What follows belongs to an exercise in optimizing a design on an open flow for small area and a short achievable clock period; a production flow would make more cautious choices.
The RTL was checked by simulation tests, not by an equivalence proof against the original design.
Power is estimated from default activity; no workload was simulated.

## flow/design.v (module list and top-level ports; edited modules follow where they fit)
// module mult_unit: 31 lines
// module mult: 113 lines
// module tree8: 1071 lines
module mult_unit (
    input  logic        clock,
    input  logic        reset,
    input  logic        start,
    input  logic [31:0] rs1,
    input  logic [31:0] rs2,
    input  logic [2:0]  func,
    input  logic [5:0]  dest_tag_in,
    input  logic        cdb_taken,
    input  logic        branch_mispredict,
    output logic [5:0]  dest_tag_out,
    output logic [31:0] result,
    output logic        done,
    output logic        full
);
  // ...
==> flow/run.sh <==
#!/bin/bash
# synth_recipe.tcl (not shown) runs the flow's synth.tcl, then flattens the netlist and writes it again
# the make line also repeats each setting of config.mk as NAME=value (left out here)
make -C /OpenROAD-flow-scripts/flow DESIGN_CONFIG=/design/flow/config.mk WORK_HOME=/design/flow/orfs CLKGATE_MAP_FILE= SYNTH_SCRIPT=/design/flow/synth_recipe.tcl finish
==> flow/config.mk <==
export PLATFORM = sky130hd
export DESIGN_NAME = mult_unit
export DESIGN_NICKNAME = mult_unit
export VERILOG_FILES = /design/flow/design.v
export SDC_FILE = /design/flow/constraint.sdc
export NUM_CORES = 4
export LEC_CHECK = 0
export ABC_AREA = 1
export CAP_MARGIN = 20
export CORE_MARGIN = 2
export CORE_UTILIZATION = 40
export PLACE_DENSITY = 0.6
export SETUP_SLACK_MARGIN = 3
export SLEW_MARGIN = 20
==> flow/constraint.sdc <==
create_clock -name core_clock -period 9.5 [get_ports {clock}]
set_input_delay 1.9000 -clock core_clock [delete_from_list [all_inputs] [get_ports {clock}]]
set_output_delay 1.9000 -clock core_clock [all_outputs]
set_load 0.01 [all_outputs]
==> impl_results.md, run 1 <==
- Dpl ws: 3.82 ns
- Metal-1 WL: 53,300 µm
- RD Place Congestion: 1.07
- Fraction of the mapped netlist area in simple logic gates: 8.04%
- Critical path capture point: u_mult.ug[6]
- Crit. path cell count: 15
- Crit. End Element: flop
- Reg2reg setup slack: 3.62 ns
- Gr usage total: 32.8%
- Post-DP Area: 0.0347 mm²
- Invs w/o clock: 453
- Wire length on met3: 19,400 µm
- Area leader, netlist: edfxtp_1
- Status: no timing/DRC/antenna violations
- Bufs and invs on worst path: 3
- Depth of the worst register-to-register path: 15
- Max-cap violation count: 0
- CTS tree: built
- NonClk Buf Share: 5.02%
- Adder-cell area share of the yosys netlist: 23.8%
- Most common cell after layout, fill and taps aside: inv_1
- Final Worst Setup Slack: 3.62 ns
- Max incr delay on CP: 0.97 ns
- Routed met2 length: 59,400 µm
- Reg2reg start: u_mult.a[12]
- Switch share: 51.7%
- Setup violations, final: 0
- Internal power: 8.13 mW
- Multi-input combinational area share: 58.9%
- Grt ovf: 0
- Max layer used: met5
==> module mult, before the edit <==
module mult (
    input clock, reset, start,
    input DATA rs1, rs2,
    input MULT_FUNC func,
    input logic [6-1:0] dest_tag_in,
    input logic cdb_taken,
    input logic branch_mispredict,
    output logic [6-1:0] dest_tag_out,
    output DATA result,
    output logic done,
    output logic full
);
    logic [3:0] v, nv;
    logic [3:0] en;          
    logic [3:0] stay;        
    assign stay[3] = v[3];
    assign stay[2] = v[2] & v[3];
    assign stay[1] = v[1] & stay[2];
    assign stay[0] = v[0] & stay[1];
    assign en = {4{cdb_taken}} | ~stay;
    always_comb begin
        nv[0] = start | (~cdb_taken & stay[0]);
        nv[1] = v[0]  | (~cdb_taken & stay[1]);
        nv[2] = v[1]  | (~cdb_taken & stay[2]);
        nv[3] = v[2]  | (~cdb_taken & stay[3]);
    end
    assign full = ~cdb_taken & (start | stay[0]) & (v[0] | stay[1])
                & (v[1] | stay[2]) & (v[2] | v[3]);
    always_ff @(posedge clock) begin
        if (reset || branch_mispredict) v <= '0;
        else                            v <= nv;
    end
    assign done = v[3];
    logic [31:0] a;
    logic        sa, hi;
    logic [34:0] t;
    logic [10:0] s1, s2, s3, s4, neg;
    logic [6-1:0] tag0, tag1, tag2, tag3;
    logic        sai, sbi;
    logic [35:0] yy;
    logic [34:0] xin;
    logic [10:0] s1_in, s2_in, s3_in, s4_in, neg_in;
    logic [2:0]  mag [11];
    assign sai = rs1[31] & ((func == M_MUL) | (func == M_MULH) | (func == M_MULHSU));
    assign sbi = rs2[31] & ((func == M_MUL) | (func == M_MULH));
    assign xin = {sai, sai, sai, rs1};
    assign yy  = {sbi, sbi, sbi, rs2, 1'b0};
    always_comb begin
        for (int j = 0; j < 11; j++) begin
            mag[j] = {1'b0, yy[3*j+2], 1'b0} + {2'b0, yy[3*j+1]} + {2'b0, yy[3*j]};
            if (yy[3*j+3]) mag[j] = 3'd4 - mag[j];
            s1_in[j] = (mag[j] == 3'd1);
            s2_in[j] = (mag[j] == 3'd2);
            s3_in[j] = (mag[j] == 3'd3);
            s4_in[j] = (mag[j] == 3'd4);
            neg_in[j] = yy[3*j+3];
        end
    end
    always_ff @(posedge clock) begin
        if (en[0]) begin
            a    <= rs1;
            sa   <= sai;
            t    <= xin + {xin[33:0], 1'b0};
            s1   <= s1_in;
            s2   <= s2_in;
            s3   <= s3_in;
            s4   <= s4_in;
            neg  <= neg_in;
            hi   <= (func != M_MUL);
            tag0 <= dest_tag_in;
        end
    end
    logic [63:0] ra, rb;
    tree8 u_tree (.x({sa, a}), .t(t), .s1(s1), .s2(s2), .s3(s3), .s4(s4), .neg(neg), .ra(ra), .rb(rb));
    logic [7:0] g_lo, p_lo;
    always_comb begin
        for (int k = 0; k < 8; k++) begin
            logic [4:0] s;
            s = {1'b0, ra[4*k +: 4]} + {1'b0, rb[4*k +: 4]};
            g_lo[k] = s[4];
            p_lo[k] = &(ra[4*k +: 4] ^ rb[4*k +: 4]);
        end
    end
    logic [31:0] ua, ub;
    logic [7:0]  ug, up;
    always_ff @(posedge clock) begin
        if (en[1]) begin
            ua   <= hi ? ra[63:32] : ra[31:0];
            ub   <= hi ? rb[63:32] : rb[31:0];
            ug   <= hi ? g_lo : 8'b0;
            up   <= p_lo;
            tag1 <= tag0;
        end
    end
    logic        cin;
    logic [31:0] res2, res3;
    always_comb begin
        cin = 1'b0;
        for (int k = 0; k < 8; k++) cin = ug[k] | (up[k] & cin);
    end
    always_ff @(posedge clock) begin
        if (en[2]) begin
            res2 <= ua + ub + {31'b0, cin};
            tag2 <= tag1;
        end
        if (en[3]) begin
            res3 <= res2;
            tag3 <= tag2;
        end
    end
    assign result = res3;
    assign dest_tag_out = tag3;
endmodule
==> run 2: changes to the inputs <==
--- a/flow/design.v
+++ b/flow/design.v
@@ -113,20 +113,19 @@
     logic [63:0] ra, rb;
     tree8 u_tree (.x({sa, a}), .t(t), .s1(s1), .s2(s2), .s3(s3), .s4(s4), .neg(neg), .ra(ra), .rb(rb));
-    logic [7:0] g_lo, p_lo;
+    logic [15:0] g_lo, p_lo;
     always_comb begin
-        for (int k = 0; k < 8; k++) begin
-            logic [4:0] s;
-            s = {1'b0, ra[4*k +: 4]} + {1'b0, rb[4*k +: 4]};
-            g_lo[k] = s[4];
-            p_lo[k] = &(ra[4*k +: 4] ^ rb[4*k +: 4]);
+        for (int k = 0; k < 16; k++) begin
+            g_lo[k] = (ra[2*k+1] & rb[2*k+1])
+                    | ((ra[2*k+1] ^ rb[2*k+1]) & ra[2*k] & rb[2*k]);
+            p_lo[k] = (ra[2*k+1] ^ rb[2*k+1]) & (ra[2*k] ^ rb[2*k]);
         end
     end
     logic [31:0] ua, ub;
-    logic [7:0]  ug, up;
+    logic [15:0] ug, up;
     always_ff @(posedge clock) begin
         if (en[1]) begin
             ua   <= hi ? ra[63:32] : ra[31:0];
             ub   <= hi ? rb[63:32] : rb[31:0];
-            ug   <= hi ? g_lo : 8'b0;
+            ug   <= hi ? g_lo : 16'b0;
             up   <= p_lo;
             tag1 <= tag0;
@@ -134,12 +133,13 @@
     end
     logic        cin;
-    logic [31:0] res2, res3;
+    logic [31:0] res2, res3, sum2;
+    add32bk u_add (.a(ua), .b(ub), .ci(cin), .s(sum2));
     always_comb begin
         cin = 1'b0;
-        for (int k = 0; k < 8; k++) cin = ug[k] | (up[k] & cin);
+        for (int k = 0; k < 16; k++) cin = ug[k] | (up[k] & cin);
     end
     always_ff @(posedge clock) begin
         if (en[2]) begin
-            res2 <= ua + ub + {31'b0, cin};
+            res2 <= sum2;
             tag2 <= tag1;
         end
@@ -1223,2 +1223,154 @@
     assign rb = {fs679, fc676, fs675, fs673, fc666, fs665, fs661, fc650, fs649, fs643, fc628, fs627, fs619, fc600, fs599, fs589, fc566, fs565, fs553, fs539, fs525, fs511, fc480, fs479, fs463, fs445, fs427, fs409, fs389, fs369, fs349, fs329, fs309, fs289, fs269, fs251, fs233, fs215, fs199, fs183, fs167, fs153, fs139, fs125, fs113, fs101, fs89, fs79, fs69, fs59, fs51, fs43, fs35, fs29, fs23, fs17, fs13, fs9, fs5, fs3, fs1, 1'b0, 1'b0, pp0_0};
 endmodule
+module add32bk (input [31:0] a, input [31:0] b, input ci, output [31:0] s);
+    wire [31:0] p = a ^ b;
+    wire [31:0] g = a & b;
+    wire gg1 = g[0] | (p[0] & ci);
+    wire pp1 = p[0] & 1'b0;
+    wire gg2 = g[2] | (p[2] & g[1]);
+    wire pp2 = p[2] & p[1];
+    wire gg3 = g[4] | (p[4] & g[3]);
+    wire pp3 = p[4] & p[3];
+    wire gg4 = g[6] | (p[6] & g[5]);
+    wire pp4 = p[6] & p[5];
+    wire gg5 = g[8] | (p[8] & g[7]);
+    wire pp5 = p[8] & p[7];
+    wire gg6 = g[10] | (p[10] & g[9]);
+    wire pp6 = p[10] & p[9];
+    wire gg7 = g[12] | (p[12] & g[11]);
+    wire pp7 = p[12] & p[11];
+    wire gg8 = g[14] | (p[14] & g[13]);
+    wire pp8 = p[14] & p[13];
+    wire gg9 = g[16] | (p[16] & g[15]);
+    wire pp9 = p[16] & p[15];
+    wire gg10 = g[18] | (p[18] & g[17]);
+    wire pp10 = p[18] & p[17];
+    wire gg11 = g[20] | (p[20] & g[19]);
+    wire pp11 = p[20] & p[19];
+    wire gg12 = g[22] | (p[22] & g[21]);
+    wire pp12 = p[22] & p[21];
+    wire gg13 = g[24] | (p[24] & g[23]);
+    wire pp13 = p[24] & p[23];
+    wire gg14 = g[26] | (p[26] & g[25]);
+    wire pp14 = p[26] & p[25];
+    wire gg15 = g[28] | (p[28] & g[27]);
+    wire pp15 = p[28] & p[27];
+    wire gg16 = g[30] | (p[30] & g[29]);
+    wire pp16 = p[30] & p[29];
+    wire gg17 = gg2 | (pp2 & gg1);
+    wire pp17 = pp2 & pp1;
+    wire gg18 = gg4 | (pp4 & gg3);
+    wire pp18 = pp4 & pp3;
+    wire gg19 = gg6 | (pp6 & gg5);
+    wire pp19 = pp6 & pp5;
+    wire gg20 = gg8 | (pp8 & gg7);
+    wire pp20 = pp8 & pp7;
+    wire gg21 = gg10 | (pp10 & gg9);
+    wire pp21 = pp10 & pp9;
+    wire gg22 = gg12 | (pp12 & gg11);
+    wire pp22 = pp12 & pp11;
+    wire gg23 = gg14 | (pp14 & gg13);
+    wire pp23 = pp14 & pp13;
+    wire gg24 = gg16 | (pp16 & gg15);
+    wire pp24 = pp16 & pp15;
+    wire gg25 = gg18 | (pp18 & gg17);
+    wire pp25 = pp18 & pp17;
+    wire gg26 = gg20 | (pp20 & gg19);
+    wire pp26 = pp20 & pp19;
+    wire gg27 = gg22 | (pp22 & gg21);
+    wire pp27 = pp22 & pp21;
+    wire gg28 = gg24 | (pp24 & gg23);
+    wire pp28 = pp24 & pp23;
+    wire gg29 = gg26 | (pp26 & gg25);
+    wire pp29 = pp26 & pp25;
+    wire gg30 = gg28 | (pp28 & gg27);
+    wire pp30 = pp28 & pp27;
+    wire gg31 = gg30 | (pp30 & gg29);
+    wire pp31 = pp30 & pp29;
+    wire gg32 = gg27 | (pp27 & gg29);
+    wire pp32 = pp27 & pp29;
+    wire gg33 = gg19 | (pp19 & gg25);
+    wire pp33 = pp19 & pp25;
+    wire gg34 = gg21 | (pp21 & gg29);
+    wire pp34 = pp21 & pp29;
+    wire gg35 = gg23 | (pp23 & gg32);
+    wire pp35 = pp23 & pp32;
+    wire gg36 = gg3 | (pp3 & gg17);
+    wire pp36 = pp3 & pp17;
+    wire gg37 = gg5 | (pp5 & gg25);
+    wire pp37 = pp5 & pp25;
+    wire gg38 = gg7 | (pp7 & gg33);
+    wire pp38 = pp7 & pp33;
+    wire gg39 = gg9 | (pp9 & gg29);
+    wire pp39 = pp9 & pp29;
+    wire gg40 = gg11 | (pp11 & gg34);
+    wire pp40 = pp11 & pp34;
+    wire gg41 = gg13 | (pp13 & gg32);
+    wire pp41 = pp13 & pp32;
+    wire gg42 = gg15 | (pp15 & gg35);
+    wire pp42 = pp15 & pp35;
+    wire gg43 = g[1] | (p[1] & gg1);
+    wire pp43 = p[1] & pp1;
+    wire gg44 = g[3] | (p[3] & gg17);
+    wire pp44 = p[3] & pp17;
+    wire gg45 = g[5] | (p[5] & gg36);
+    wire pp45 = p[5] & pp36;
+    wire gg46 = g[7] | (p[7] & gg25);
+    wire pp46 = p[7] & pp25;
+    wire gg47 = g[9] | (p[9] & gg37);
+    wire pp47 = p[9] & pp37;
+    wire gg48 = g[11] | (p[11] & gg33);
+    wire pp48 = p[11] & pp33;
+    wire gg49 = g[13] | (p[13] & gg38);
+    wire pp49 = p[13] & pp38;
+    wire gg50 = g[15] | (p[15] & gg29);
+    wire pp50 = p[15] & pp29;
+    wire gg51 = g[17] | (p[17] & gg39);
+    wire pp51 = p[17] & pp39;
+    wire gg52 = g[19] | (p[19] & gg34);
+    wire pp52 = p[19] & pp34;
+    wire gg53 = g[21] | (p[21] & gg40);
+    wire pp53 = p[21] & pp40;
+    wire gg54 = g[23] | (p[23] & gg32);
+    wire pp54 = p[23] & pp32;
+    wire gg55 = g[25] | (p[25] & gg41);
+    wire pp55 = p[25] & pp41;
+    wire gg56 = g[27] | (p[27] & gg35);
+    wire pp56 = p[27] & pp35;
+    wire gg57 = g[29] | (p[29] & gg42);
+    wire pp57 = p[29] & pp42;
+    wire gg58 = g[31] | (p[31] & gg31);
+    wire pp58 = p[31] & pp31;
+    assign s[0] = p[0] ^ ci;
+    assign s[1] = p[1] ^ gg1;
+    assign s[2] = p[2] ^ gg43;
+    assign s[3] = p[3] ^ gg17;
+    assign s[4] = p[4] ^ gg44;
+    assign s[5] = p[5] ^ gg36;
+    assign s[6] = p[6] ^ gg45;
+    assign s[7] = p[7] ^ gg25;
+    assign s[8] = p[8] ^ gg46;
+    assign s[9] = p[9] ^ gg37;
+    assign s[10] = p[10] ^ gg47;
+    assign s[11] = p[11] ^ gg33;
+    assign s[12] = p[12] ^ gg48;
+    assign s[13] = p[13] ^ gg38;
+    assign s[14] = p[14] ^ gg49;
+    assign s[15] = p[15] ^ gg29;
+    assign s[16] = p[16] ^ gg50;
+    assign s[17] = p[17] ^ gg39;
+    assign s[18] = p[18] ^ gg51;
+    assign s[19] = p[19] ^ gg34;
+    assign s[20] = p[20] ^ gg52;
+    assign s[21] = p[21] ^ gg40;
+    assign s[22] = p[22] ^ gg53;
+    assign s[23] = p[23] ^ gg32;
+    assign s[24] = p[24] ^ gg54;
+    assign s[25] = p[25] ^ gg41;
+    assign s[26] = p[26] ^ gg55;
+    assign s[27] = p[27] ^ gg35;
+    assign s[28] = p[28] ^ gg56;
+    assign s[29] = p[29] ^ gg42;
+    assign s[30] = p[30] ^ gg57;
+    assign s[31] = p[31] ^ gg31;
+endmodule
--- a/flow/config.mk
+++ b/flow/config.mk
@@ -11,4 +11,5 @@
 export CORE_UTILIZATION = 40
 export PLACE_DENSITY = 0.6
-export SETUP_SLACK_MARGIN = 3
+export SETUP_SLACK_MARGIN = 5
 export SLEW_MARGIN = 20
+export TNS_END_PERCENT = 0
==> run 2 against run 1 <==
Net effect:
- largest power group unchanged
- count of clock-buffer cells in the layout grew 10
- die area fell by 2.3%
- sequential power grew about 10%
- area after synthesis down 2.3%
- critical path type unchanged
- maximum frequency rose by 16%
- routed wire length is 3.6% lower
==> impl_results.md, run 2 <==
- Status: no timing/DRC/antenna violations
- Sink Count: 309
- Most frequent cells in the layout: 410 x xor2_1, 399 x inv_1, 346 x nand2_1
- Area growth from synthesis to layout: 14.0%
- Row cnt: 104
- Period utilisation layout: 53.2%
- DRT iter0 DRCs: 5,307
- Max-cap violation count: 0 (unchanged)
- Initial Util: 40.2%
- Num CTS Buffers: 38
- Min Tclk post-route: 5.06 ns
- Internal power: 8.54 mW (+5.1%)
- Multi-input logic area: 0.0202 mm²
- Ys flop type: edfxtp_1
- Max incr delay on CP: 0.67 ns (-0.30 ns)
- Worst-path cell chain: buf_4, clkinvlp_2, o22ai_1, a221oi_1, xor2_1, fa_1, fa_1, fa_1, inv_1, fa_1, ha_1, ha_1, nand3_1, a21oi_1
- Final Hold Vio Count: 0
- Tot Pwr: 17.5 mW
- Most common cell after layout, fill and taps aside: xor2_1
- Full die area: 0.0828 mm²
- Slew @ Worst Pin: 0.990 ns
- Syn_nets: 3,897
- Grt ovf: 0 (unchanged)
- Die height: 288 µm
- Clock power frac: 8.3%
- Post-layout util: 45.8%
- Post-DP Area: 0.0341 mm² (-1.5%)
- Gr usage total: 32.6% (-0.19 points)
- CP most frequent cell: fa_1
- Area share of the leading cell type in the synthesized netlist: 28.4%
- Routed wire per std cell: 30.6 µm
- Max-slew headroom: 33.6%
- Maximum vdd drop: 432 µV
- Crit start category: flop
- Crit Path Max Fanout: 11
- H-Tree Depth: 2
- Clock skew: 0.0550 ns
- Num ports: 118
- Final net count: 3,930
- Router iterations before antenna repair: 8
- Hold WS: 0.415 ns
- Synth top area cells: edfxtp_1 28%, fa_1 18%, xor2_1 11%
- Sequential area share after synthesis: 28.7%
- Vias per cell: 6.54
- CTS clock-pin slew for the worst setup and hold paths: 0.06 ns
- Comb pwr share: 75.0%
- Fin area: 0.0367 mm²
- P_leak: 15.0 nW
- Dpl ws: 4.08 ns (+0.264 ns)
- Switch share: 51.1% (-0.60 points)
- Worst path slowest cell: a221oi_1
- Top delay family on crit path: adder cells
- Yosys warnings: 2
- Clock latency (worst-skew pair): 0.61 ns
- PortBufs: 117
- Setup violations, final: 0 (unchanged)
- Bufs and invs on worst path: 3 (unchanged)
- Final Max Tran Viols: 0
- Crit. End Element: flop
- Initial antenna violation count: 4
- Vias in the first global route: 28.2k
- DRT Wirelength: 137,000 µm
- Cell area after synthesis: 0.0322 mm²
- Vias: 29.3k
- Share of power burned in registers: 16.7%
- Area leader, netlist: edfxtp_1
- CP Data Arrival Time: 5.37 ns
- Filler Cell Count: 7,726
- Maximum operating frequency: 0.198 GHz
- Syn avg cell area: 9.60 µm²
- FF+latch area: 0.00924 mm²
- EDFF count, synth: 305
- Fin cells: 4,477
- Worst Setup Path Type: flop to flop
- Clock root buffer: clkbuf_16
- RD Place Congestion: 1.02 (-4.5%)
- Top-count cell post-synth: inv_1
- Largest net degree at the start of global routing: 73
- DP Cell Count: 4,285
- Setup TNS Final: 0 ns
- DRT antenna net count: 0
- Core area: 0.0802 mm²
- Sw Pwr: 8.92 mW
- Final Worst Setup Slack: 4.44 ns (+0.827 ns)
- Critical Path RT: 9.81 ns
- First-pass GRT wire length: 197,000 µm
- Max FFs per register: 35
- CTS tree: built
- Layout cell share with drive strength beyond 1: 10.9%
- Commonest cells post-synth: 437 x inv_1, 411 x xor2_1, 359 x nand2_1, 345 x a221oi_1, 341 x o22ai_1
- Min-Delay Path Class: flop to flop
- Flops & latches, synth: 309
- RSZ-0062 raised after global routing: true
- FFs w/ async S/R, synth: 0%
- Post-DP HPWL: 89,100 µm
- Synth Instances: 3,356
- Max clock buf depth: 3
- Largest register by flop count: u_mult.t
- Post-route DRC: 0
- CTS Hold Buffers Added: 0
- Power Dens Cells: 475 mW/mm²
- Synth cell types: 41
- Die W: 288 µm
==> run 2: changes by cell type after synthesis, moves of 14 or more <==
| cell | previous run | this run |
|---|---|---|
| buf_2 | 166 | 0 |
| clkbuf_1 | 159 | 301 |
| nand2_1 | 430 | 359 |
| a21oi_1 | 113 | 66 |
| buf_1 | 5 | 35 |
| nor2_1 | 84 | 58 |
| o21ai_0 | 75 | 52 |
| edfxtp_1 | 289 | 305 |
| ha_1 | 191 | 176 |
| nand3_1 | 49 | 34 |
| fa_1 | 273 | 287 |
==> run 2: final cells by class <==
type / count / area share, %
multi-input combinational: 2266 / 55.1
sequential: 309 / 25.2
timing repair buffer: 309 / 7.67
inverter: 445 / 4.88
tap: 1060 / 3.61
clock buffer: 47 / 2.74
clock inverter: 20 / 0.477
timing repair inverter: 20 / 0.314
antenna: 1 / 0.00682
==> run 2: worst paths after layout <==
path | startpoint | endpoint | slack (ns) | cells after the start
max | u_mult.a[16] | u_mult.ug[10] | 4.44 | 14
min | u_mult.tag1[5] | u_mult.tag2[5] | 0.42 | 0
max reg2reg | u_mult.a[16] | u_mult.ug[10] | 4.44 | 14
min reg2reg | u_mult.tag1[5] | u_mult.tag2[5] | 0.42 | 0
==> run 2: layer usage <==
metal / global-route usage, % / share of wire (%) / up-vias
li1: - / - / 12000
met1: 40.3 / 36 / 14000
met2: 47.1 / 40 / 2516
met3: 14.4 / 16 / 772
met4: 18.7 / 8.3 / 10
met5: 0.640 / 0.084 / -
==> run 2: repair_timing <==
action	in CTS	in global routing
gates resized for setup	122	13
pin swaps	10	15
setup endpoints to repair	98	102
gates cloned	21	0
buffers inserted	100	3
==> run 2: power groups by stage <==
stage          sequential, mW  combinational, mW  clock [mW]
2_1_floorplan            2.80               7.88           0
3_3_place_gp             2.94               12.3           0
3_5_place_dp             2.95               12.4           0
4_1_cts                  2.90               12.7        1.48
5_1_grt                  2.95               14.4        1.52
6_report                 2.92               13.1        1.44
==> run 2: logic make-up after synthesis <==
family | synth area share (%)
AOI/OAI and AO/OA | 19.4
adders and majority gates | 24.7
xor gates and xnor gates | 12.0
DFF | 28.7
buffers and inverters | 9.10
and+or+nand+nor | 6.17

[static timing again, ports no longer ideal]
How much do the figures lean on ideal ports? The routed layouts below were timed once more, with nothing changed but the port constraints.
Step 1 (the two cells are an assumption about what drives the block):
set clk [get_ports {clock}]
set_driving_cell -lib_cell sky130_fd_sc_hd__clkbuf_16 $clk
set_driving_cell -lib_cell sky130_fd_sc_hd__buf_2 [delete_from_list [all_inputs] $clk]
Step 2 adds t to the input delays and takes it off the output delays; t is the mean of the earliest and latest rising clock arrival at the registers after step 1. Input paths then give back, and output paths get back, about the clock's delay inside the block.
a / b / c = ideal / step 1 / step 2; a / b = the first two.
| run | shift t [ns] | setup WS [ns] | worst register clock-pin slew, ns | worst data-port slew with drivers (ns) | pins driven straight from the clock port |
|---|---|---|---|---|---|
| run 1 | 0.641 | 3.616 / 3.616 / 3.616 | 0.06 / 0.06 | 0.06 | 1 |
| run 2 | 0.659 | 4.444 / 4.444 / 4.215 | 0.07 / 0.07 | 0.05 | 1 |
After both steps setup and hold are still met in every run listed. For run 2, which loses most, drivers alone change the setup slack by 0.000 ns; drivers and shift together by -0.229 ns.
